What follows belongs to an exercise in optimizing a design on an open flow for small area, a short achievable clock period and few clock cycles per item; a production flow would make more cautious choices.
The RTL was checked by simulation tests, not by an equivalence proof against the original design.

==> flow/design.v <==
`timescale 1ns / 10ps
module flex_counter #(
    parameter SIZE = 8
) (
    input logic clk,
    input logic n_rst,
    input logic clear,
    input logic count_enable,
    input logic [SIZE-1:0] rollover_val,
    output logic [SIZE-1:0] count_out,
    output logic rollover_flag
);
    logic [SIZE-1:0] count_next;
    logic rollover_next;
    always_comb begin
        if (clear) begin
            count_next = '0;
        end else if (count_enable) begin
            if (count_out >= rollover_val) begin
                count_next = '0; count_next[0] = 1'b1;
            end else begin
                count_next = count_out + 1;
            end
        end else begin
            count_next = count_out;
        end
    end
    always_comb begin
        rollover_next = 1'b0;
        if (!clear) begin
            rollover_next = (count_next >= rollover_val);
        end
    end
    always_ff @(posedge clk or negedge n_rst) begin
        if (!n_rst) begin
            count_out <= '0;
            rollover_flag <= 1'b0;
        end else begin
            count_out <= count_next;
            rollover_flag <= rollover_next;
        end
    end
endmodule
`timescale 1ns / 10ps
module sync #(
    parameter logic RST_VAL = 1'b0
) (
    input logic clk,
    input logic n_rst,
    input logic async_in,
    output logic sync_out
);
    logic stage1;
    always_ff @( posedge clk, negedge n_rst ) begin : sync_ff
        if(!n_rst) begin
            stage1 <= RST_VAL;
            sync_out <= RST_VAL;
        end
        else begin
            stage1 <= async_in;
            sync_out <= stage1;
        end
    end
endmodule
`timescale 1ns / 10ps
module counter (
    input logic clk,
    input logic n_rst,
    input logic cnt_up,
    input logic clear,
    output logic one_k_samples
);
    logic [9:0] count_out;
    logic [9:0] unused;
    flex_counter #(.SIZE(10)) counter (
        .clk(clk),
        .n_rst(n_rst),
        .clear(clear),
        .count_enable(cnt_up),
        .rollover_val(10'd1000),
        .count_out(count_out),
        .rollover_flag(one_k_samples)
    );
    assign unused = count_out;
endmodule
`timescale 1ns / 10ps
module magnitude (
  input  logic [16:0] in,
  output logic [15:0] out
);
  logic [16:0] in_temp;
  always_comb begin
    if (in[16] == 1'b1) begin
      in_temp = (~in) + 1'b1;
    end else begin
      in_temp = in;
    end
    out = in_temp[15:0];
  end
endmodule
`timescale 1ns / 10ps
module datapath (
    input  logic        clk,
    input  logic        n_reset,
    input  logic [2:0]  op,
    input  logic [3:0]  src1,
    input  logic [3:0]  src2,
    input  logic [3:0]  dest,
    input  logic [15:0] ext_data1,
    input  logic [15:0] ext_data2,
    output logic [16:0] outreg_data,
    output logic        overflow
);
    logic [16*17-1:0] regs;
    logic [16:0] src1_data;
    logic [16:0] src2_data;
    logic [16:0] wdata;
    logic        wen;
    logic [17:0] sum;
    logic [33:0] prod;
    assign src1_data = regs[src1*17 +: 17];
    assign src2_data = regs[src2*17 +: 17];
    assign outreg_data = regs[16:0];
    always_comb begin
        wen = 1'b1;
        wdata = '0;
        overflow = 1'b0;
        sum = '0;
        prod = '0;
        case (op)
            3'd1: wdata = src1_data;
            3'd2: wdata = {1'b0, ext_data1};
            3'd3: wdata = {1'b0, ext_data2};
            3'd4: begin
                sum = {src1_data[16], src1_data} + {src2_data[16], src2_data};
                wdata = sum[16:0];
                overflow = sum[17] ^ sum[16];
            end
            3'd5: begin
                sum = {src1_data[16], src1_data} - {src2_data[16], src2_data};
                wdata = sum[16:0];
                overflow = sum[17] ^ sum[16];
            end
            3'd6: begin
                prod = $signed(src1_data) * $signed(src2_data);
                wdata = prod[31:15];
                overflow = !((prod[33:31] == 3'b000) || (prod[33:31] == 3'b111));
            end
            default: wen = 1'b0;
        endcase
    end
    genvar i;
    generate
        for (i = 0; i < 16; i++) begin : g_reg
            always_ff @(posedge clk or negedge n_reset) begin
                if (!n_reset) begin
                    regs[i*17 +: 17] <= '0;
                end else if (wen && (dest == i)) begin
                    regs[i*17 +: 17] <= wdata;
                end
            end
        end
    endgenerate
endmodule
`timescale 1ns / 10ps
module controller (
    input logic clk,
    input logic n_rst,
    input logic dr,
    input logic lc,
    input logic overflow,
    output logic cnt_up,
    output logic clear,
    output logic modwait,
    output logic [2:0] op,
    output logic [3:0] src1,
    output logic [3:0] src2,
    output logic [3:0] dest,
    output logic err
);
    logic busy_modwait_next;
    typedef enum logic [4:0] {
        IDLE = 5'd0,
        CHECK_DR = 5'd1,
        SHIFT4_3 = 5'd2,
        SHIFT3_2 = 5'd3,
        SHIFT2_1 = 5'd4,
        SHIFT1_0 = 5'd5,
        CLR_ACC = 5'd6,
        MUL_0 = 5'd7,
        ACC_0 = 5'd8,
        MUL_1 = 5'd9,
        ACC_1 = 5'd10,
        MUL_2 = 5'd11,
        ACC_2 = 5'd12,
        MUL_3 = 5'd13,
        ACC_3 = 5'd14,
        DONE = 5'd15,
        LOAD_F0 = 5'd16,
        LOAD_F1 = 5'd17,
        LOAD_F2 = 5'd18,
        LOAD_F3 = 5'd19,
        DR_ERROR = 5'd20,
        OVERFLOW = 5'd21,
        LOAD_F0_WAIT = 5'd22,
        LOAD_F1_WAIT = 5'd23,
        LOAD_F2_WAIT = 5'd24,
        LOAD_F3_WAIT = 5'd25,
        CHECK_DR_ERR = 5'd26
    } state_t;
    state_t state, state_next;
    always_ff @(posedge clk or negedge n_rst) begin
        if (!n_rst) begin
            state <= IDLE;
        end else begin
            state <= state_next;
        end
    end
    always_comb begin
        busy_modwait_next = !(state_next == IDLE || 
                              state_next == LOAD_F0_WAIT || 
                              state_next == LOAD_F1_WAIT || 
                              state_next == LOAD_F2_WAIT || 
                              state_next == LOAD_F3_WAIT || 
                              state_next == DONE || 
                              state_next == DR_ERROR || 
                              state_next == CHECK_DR_ERR ||
                              state_next == OVERFLOW);
    end
    always_ff @(posedge clk or negedge n_rst) begin
        if (!n_rst) begin
            modwait <= 1'b0;
        end else begin
            modwait <= busy_modwait_next;
        end
    end
    always_comb begin
        state_next = state;
        unique case (state)
            IDLE: begin
                if (lc) begin
                    state_next = LOAD_F0;
                end
                else if (dr) begin
                    state_next = CHECK_DR;
                end
            end
            CHECK_DR: begin
                if (!dr) begin
                    state_next = DR_ERROR;
                end else begin
                    state_next = SHIFT4_3;
                end
            end
            DR_ERROR: begin
                if (lc) begin
                    state_next = LOAD_F0;
                end
                else if (dr) begin
                    state_next = CHECK_DR;
                end
            end
            CHECK_DR_ERR: begin
                if (dr) begin
                    state_next = SHIFT4_3;
                end
            end
            SHIFT4_3: begin
                state_next = SHIFT3_2;
            end
            SHIFT3_2: begin
                state_next = SHIFT2_1;
            end
            SHIFT2_1: begin
                state_next = SHIFT1_0;
            end
            SHIFT1_0: begin
                state_next = CLR_ACC;
            end
            CLR_ACC: begin
                state_next = MUL_0;
            end
            MUL_0: begin
                if (!overflow) begin
                    state_next = ACC_0;
                end else begin
                    state_next = OVERFLOW;
                end
            end
            ACC_0: begin
                if (!overflow) begin
                    state_next = MUL_1;
                end else begin
                    state_next = OVERFLOW;
                end
            end
            MUL_1: begin
                if (!overflow) begin
                    state_next = ACC_1;
                end else begin
                    state_next = OVERFLOW;
                end
            end
            ACC_1: begin
                if (!overflow) begin
                    state_next = MUL_2;
                end else begin
                    state_next = OVERFLOW;
                end
            end
            MUL_2: begin
                if (!overflow) begin
                    state_next = ACC_2;
                end else begin
                    state_next = OVERFLOW;
                end
            end
            ACC_2: begin
                if (!overflow) begin
                    state_next = MUL_3;
                end else begin
                    state_next = OVERFLOW;
                end
            end
            MUL_3: begin
                if (!overflow) begin
                    state_next = ACC_3;
                end else begin
                    state_next = OVERFLOW;
                end
            end
            ACC_3: begin
                if (!overflow) begin
                    state_next = DONE;
                end else begin
                    state_next = OVERFLOW;
                end
            end
            DONE: begin
                state_next = IDLE;
            end
            LOAD_F0: begin
                state_next = LOAD_F0_WAIT;
            end
            LOAD_F0_WAIT: begin
                if (lc) begin
                    state_next = LOAD_F1;
                end
            end
            LOAD_F1: begin
                state_next = LOAD_F1_WAIT;
            end
            LOAD_F1_WAIT: begin
                if (lc) begin
                state_next = LOAD_F2;
                end
            end
            LOAD_F2: begin
                state_next = LOAD_F2_WAIT;
            end
            LOAD_F2_WAIT: begin
                if (lc) begin
                state_next = LOAD_F3;
                end
            end
            LOAD_F3: begin
                state_next = LOAD_F3_WAIT;
            end
            LOAD_F3_WAIT: begin
                state_next = IDLE;
            end
            OVERFLOW: begin
                if (lc) begin
                    state_next = LOAD_F0;
                end else if (dr) begin
                    state_next = CHECK_DR;
                end
            end
            default: state_next = IDLE;
        endcase
    end
    always_comb begin
        clear = 1'd0;
        cnt_up = 1'd0;
        op = 3'd0;
        src1 = 4'd0;
        src2 = 4'd0;
        dest = 4'd0;
        err = 1'd0;
        unique case (state)
            IDLE: begin
            end
            CHECK_DR: begin
                err = 1'd0;
            end
            DR_ERROR: begin
                err = 1'd1;
            end
            CHECK_DR_ERR: begin
                err = 1'd1;
            end
            SHIFT4_3: begin
                op = 3'd1;
                src1 = 4'd3;
                dest = 4'd4;
            end
            SHIFT3_2: begin
                op = 3'd1;
                src1 = 4'd2;
                dest = 4'd3;
            end
            SHIFT2_1: begin 
                op = 3'd1;
                src1 = 4'd1;
                dest = 4'd2;
            end
            SHIFT1_0: begin
                op = 3'd2;
                src1 = 4'd0;
                dest = 4'd1;
            end
            CLR_ACC: begin
                op   = 3'd5;  
                src1 = 4'd0;
                src2 = 4'd0;
                dest = 4'd0;
            end
            MUL_0: begin
                op = 3'd6;
                src1 = 4'd1;
                src2 = 4'd5;
                dest = 4'd9;
                cnt_up = 1'd1;
            end
            ACC_0: begin
                op = 3'd4;
                src1 = 4'd0;
                src2 = 4'd9;
                dest = 4'd0;
            end
            MUL_1: begin
                op = 3'd6;
                src1 = 4'd2;
                src2 = 4'd6;
                dest = 4'd9;
            end
            ACC_1: begin
                op = 3'd5;
                src1 = 4'd0;
                src2 = 4'd9;
                dest = 4'd0;
            end
            MUL_2: begin
                op = 3'd6;
                src1 = 4'd3;
                src2 = 4'd7;
                dest = 4'd9;
            end
            ACC_2: begin
                op = 3'd4;
                src1 = 4'd0;
                src2 = 4'd9;
                dest = 4'd0;
            end
            MUL_3: begin
                op = 3'd6;
                src1 = 4'd4;
                src2 = 4'd8;
                dest = 4'd9;
            end
            ACC_3: begin
                op = 3'd5;
                src1 = 4'd0;
                src2 = 4'd9;
                dest = 4'd0;
            end
            DONE: begin
            end
            LOAD_F0: begin
                op = 3'd3;
                dest = 4'd5;
                clear = 1'd1;
            end
            LOAD_F0_WAIT: begin
            end
            LOAD_F1: begin
                op = 3'd3;
                dest = 4'd6;
            end
            LOAD_F1_WAIT: begin
            end
            LOAD_F2: begin
                op = 3'd3;
                dest = 4'd7;
            end
            LOAD_F2_WAIT: begin
            end
            LOAD_F3: begin
                op = 3'd3;
                dest = 4'd8;
            end
            LOAD_F3_WAIT: begin
            end
            OVERFLOW: begin
                err = 1'd1;
            end
        endcase
    end
endmodule
`timescale 1ns / 10ps
module fir_filter (
    input logic clk,
    input logic n_rst,
    input logic [15:0] sample_data,
    input logic [15:0] fir_coefficient,
    input logic load_coeff,
    input logic data_ready,
    output logic one_k_samples,
    output logic modwait,
    output logic [15:0] fir_out,
    output logic err
);
    logic cnt_up;
    logic clear;
    logic overflow;
    logic [2:0] op;
    logic [3:0] src1;
    logic [3:0] src2;
    logic [3:0] dest;
    logic [16:0] outreg_data;
    logic lc;
    logic dr;
    counter counter (
        .clk(clk),
        .n_rst(n_rst),
        .cnt_up(cnt_up),
        .clear(clear),
        .one_k_samples(one_k_samples)
    );
    controller FIR_controller (
        .clk(clk),
        .n_rst(n_rst),
        .dr(dr),
        .lc(lc),
        .overflow(overflow),
        .cnt_up(cnt_up),
        .clear(clear),
        .modwait(modwait),
        .op(op),
        .src1(src1),
        .src2(src2),
        .dest(dest),
        .err(err)
    );
    datapath datapath (
        .clk(clk),
        .n_reset(n_rst),
        .op(op),
        .src1(src1),
        .src2(src2),
        .dest(dest),
        .ext_data1(sample_data),
        .ext_data2(fir_coefficient),
        .outreg_data(outreg_data),
        .overflow(overflow)
    );
    magnitude magnitude (
        .in(outreg_data),
        .out(fir_out)
    );
    sync sync_lc (
        .clk(clk),
        .n_rst(n_rst),
        .async_in(load_coeff),
        .sync_out(lc)
    );
    sync sync_dr (
        .clk(clk),
        .n_rst(n_rst),
        .async_in(data_ready),
        .sync_out(dr)
    );
endmodule
==> flow/run.sh <==
#!/bin/bash
# synth_recipe.tcl (not shown) runs the flow's synth.tcl, then flattens the netlist and writes it again
# the make line also repeats each setting of config.mk as NAME=value (left out here)
make -C /OpenROAD-flow-scripts/flow DESIGN_CONFIG=/design/flow/config.mk WORK_HOME=/design/flow/orfs CLKGATE_MAP_FILE= SYNTH_SCRIPT=/design/flow/synth_recipe.tcl finish
==> flow/config.mk <==
export PLATFORM = sky130hd
export DESIGN_NAME = fir_filter
export DESIGN_NICKNAME = fir_filter
export VERILOG_FILES = /design/flow/design.v
export SDC_FILE = /design/flow/constraint.sdc
export NUM_CORES = 4
export LEC_CHECK = 0
export CAP_MARGIN = 20
export CORE_MARGIN = 2
export CORE_UTILIZATION = 40
export SLEW_MARGIN = 20
==> flow/constraint.sdc <==
create_clock -name core_clock -period 11.0 [get_ports {clk}]
set_input_delay 2.2000 -clock core_clock [delete_from_list [all_inputs] [get_ports {clk}]]
set_output_delay 2.2000 -clock core_clock [all_outputs]
set_load 0.01 [all_outputs]
==> metrics.cfg <==
[yosys]
synth.avg_cell_area_um2=8.39
yosysSeqAreaShare=0.248
netlist_area_mm2=0.0259
async_flop_share=1.00
synth_ff_type=dfrtp_1
synth.net_count=3542
yosysWarnings=5
synthCells=3084
ys_seq_elements=257
yosysUniqueCellTypes=75
synth_edf_count=0

[worst_hold_path]
hold_depth=0
hold_path.startpoint=sync_dr.stage1
worstHoldEndpoint=sync_dr.sync_out
hold_class=reg2reg

[setup_path]
reg2reg_to=FIR_controller.modwait
crit_type=reg2reg
crit_top_cell=fa_1
critPathSlowestCell=fa_1
critical_path_required_ns=11.43
r2r-start=FIR_controller.state[0]
worst_ep_arrival_time_ns=10.88
worst_setup_path_end_kind=register
reg2regPathDepth=37
slowest_delay_ns=0.56
crit_fanout=17
rrSetupSlack_ns=0.55
crit_path_start_kind=register

[routing]
drc_errors=0
drtIter0Drc=1776
routed_wl_um=80100
ant_nets=0
drtPass1Iterations=5
wl_per_cell_um=20.1
viasPerCell=5.43
via_count=21600

[timing]
tightest_slew_ns=1.17
clock_skew_ns=0.0137
rsz0062_at_grt=no
finalCriticalPeriod_ns=10.45
max_freq_ghz=0.0957
finalMaxSlewViolations=0
slew_headroom=0.223
setup_viol=0
tns_ns=0
hold_violations=0
min_period_over_period=0.950

[placed_design]
dp_hpwl_um=60000
port_buffers=54
gp_congestion=0.944

[cts]
cts-root-buf=clkbuf_16
cts_tree=built
clock_path_buffers=3
numCtsBuffers=27
post-cts-setup-buffer-count=0
clock_latency_ns=0.56
htreeDepth=1
clkSlewWorstSetupHoldPaths_ns=0.07
cts_sinks=257

[die]
fp.dieW_um=258
initial_core_util=0.403
std_cell_rows=93
die_h_um=258
dieArea_mm2=0.0668
ios=55
core_area_mm2=0.0642

[grt]
grt_pass1_wl_um=126000
grt_overflow=0
grtUsageTotal=0.243
grt_pass1_vias=21200
antenna_found_initial=1
grt_max_degree=130

[layout]
layout-drive-gt1-share=0.0862
fin_nets=3568
diodes=0
area_growth_syn_to_layout_pct=12.0

[flow_run]
max_cap_viol_count=0

[status]
run_status=complete, no violations

==> worst max-delay path by stage <==
stage	start	end	slack, ns	cells after the start
4_1_cts	FIR_controller.state[0]	FIR_controller.modwait	0.42	39
5_1_grt	FIR_controller.state[0]	FIR_controller.modwait	0.01	39
3_5_place_dp	FIR_controller.state[0]	FIR_controller.modwait	0.48	39
6_report	FIR_controller.state[0]	FIR_controller.modwait	0.55	37
2_1_floorplan	FIR_controller.state[0]	FIR_controller.modwait	1.22	39
3_3_place_gp	FIR_controller.state[0]	FIR_controller.modwait	0.53	39
==> cells by family (layout without fill, tap and decap cells) <==
logic type | after synthesis | after routing | synth area share
xor+xnor | 50 | 50 | 0.0175
simple gates | 1147 | 1147 | 0.196
fa+ha+maj | 422 | 422 | 0.290
compound gates | 606 | 606 | 0.145
flops | 257 | 257 | 0.248
mux | 57 | 57 | 0.0235
buf+inv | 545 | 592 | 0.0797
==> flip-flops by register name, summed over array words and instances (netlist names) <==
register                       cells
datapath.regs                    236
counter.counter.count_out         10
FIR_controller.state               5
FIR_controller.modwait             1
counter.counter.rollover_flag      1
sync_dr.stage1                     1
sync_dr.sync_out                   1
sync_lc.stage1                     1
sync_lc.sync_out                   1
==> cell usage in the layout (no fill, tap or decap), types with 12 or more instances in the layout <==
cell type        netlist  routed
nor2_1               329     317
o21ai_0              120     118
nand2b_1              14      14
inv_1                365     365
buf_4                  1     119
clkbuf_16              0      27
a21oi_1              271     257
a221o_1               18      18
clkdlybuf4s50_1        0      53
nor3_1                20      17
mux2_2                30      30
a311oi_1              17      16
xnor2_1               34      34
a21o_1                28      28
or3_1                 12      12
and2_1               114     114
and3_1                25      25
a21oi_2                1      13
o211ai_1              19      19
a31oi_1               27      26
fa_1                 297     297
nand3_1               98      96
o221ai_1              14      14
nor2b_1               25      25
mux2i_1               27      27
xor2_1                15      15
dfrtp_1              257     256
ha_1                 125     124
nand2_1              467     467
==> synthesized netlist by cell type, types with 4 or more instances <==
cell type | instances | area [µm²]
fa_1 | 297 | 5950
nand2b_1 | 14 | 87.6
xnor2_1 | 34 | 298
nand4_1 | 9 | 56.3
o21ai_1 | 5 | 25.0
dfrtp_1 | 257 | 6430
o21bai_1 | 6 | 45.0
and3_1 | 25 | 156
mux2i_1 | 27 | 270
buf_2 | 5 | 25.0
or3_1 | 12 | 75.1
a311oi_1 | 17 | 149
o21a_1 | 11 | 82.6
and2_1 | 114 | 713
nor3b_1 | 4 | 30.0
a221o_1 | 18 | 180
a221oi_1 | 5 | 43.8
a21oi_1 | 271 | 1360
nor2b_1 | 25 | 156
ha_1 | 125 | 1560
a31oi_1 | 27 | 169
nand3_1 | 98 | 490
nor3_1 | 20 | 100
o21ai_0 | 120 | 601
o31ai_1 | 10 | 75.1
nand2_1 | 467 | 1750
o211ai_1 | 19 | 143
a21o_1 | 28 | 210
a2111oi_0 | 4 | 35.0
mux2_2 | 30 | 338
inv_1 | 365 | 1370
o221ai_1 | 14 | 123
a211oi_1 | 11 | 82.6
clkbuf_1 | 161 | 604
xor2_1 | 15 | 131
nor2_1 | 329 | 1230
or2_2 | 10 | 62.6
nor4_1 | 9 | 56.3
buf_1 | 12 | 45.0
==> per-layer routing <==
metal / share of wire / track usage
met4: 0.032 / 0.0676
met2: 0.45 / 0.379
met1: 0.45 / 0.353
met3: 0.073 / 0.0368
met5: 0 / 0
==> worst max-delay path, delay by kind of cell (launching register included) <==
kind            cells  cell delay, ns
fa+ha+maj           9            3.96
compound gates     13            2.94
buf+inv             9            1.45
simple gates        6            1.43
flops               1            0.51
==> stage by stage <==
stage	cell area [µm²]	worst slack (ns)	hold WS (ns)	std cells	util
final	29000	0.552	0.361	3986	0.451
after global routing	29000	0.0141	0.368	3986	0.451
after CTS	28900	0.424	0.363	3985	0.451
after detailed placement	27900	0.484	0.337	3935	0.434
after global placement	27900	0.531	0.345	3935	0.434
after floorplan	25900	1.22	0.331	3084	-
==> timing repair <==
item	in CTS	in global routing
resized for setup	0	7
hold buffers	0	0
setup endpoints to repair	0	1
==> final cells by class <==
class | instances | area, µm²
inverter | 365 | 1370
clock buffer | 35 | 746
tap | 855 | 1070
timing repair buffer | 177 | 1520
sequential | 257 | 6430
multi-input combinational | 2282 | 17600
clock inverter | 15 | 287
fill | 6422 | 35200
Testbench counts, summed over its fixed seeds: cycles 136,808, samples 8,040.

## separate check: timing with driven ports
Ports are ideal in the flow. The routed layout listed here was re-timed in OpenROAD. Step 1 (the two cells are an assumption about what drives the block):
set clk [get_ports {clk}]
set_driving_cell -lib_cell sky130_fd_sc_hd__clkbuf_16 $clk
set_driving_cell -lib_cell sky130_fd_sc_hd__buf_2 [delete_from_list [all_inputs] $clk]
Step 2, shift: input delay + t, output delay - t, t = (earliest + latest rising clock arrival at the registers) / 2. This alone moves slack from input paths to output paths. Slacks: ideal ports / drivers / drivers and shift; pairs: ideal ports / drivers.
t (ns): 0.603
setup slack, ns: 0.552 / 0.552 / 0.552
worst setup path at the end: register to register
worst data-port slew with drivers (ns): 0.05
cell pins on the clock port's net: 1
After both steps this run still meets setup and hold. For this run, drivers alone change the setup slack by 0.000 ns; drivers and shift together by 0.000 ns.
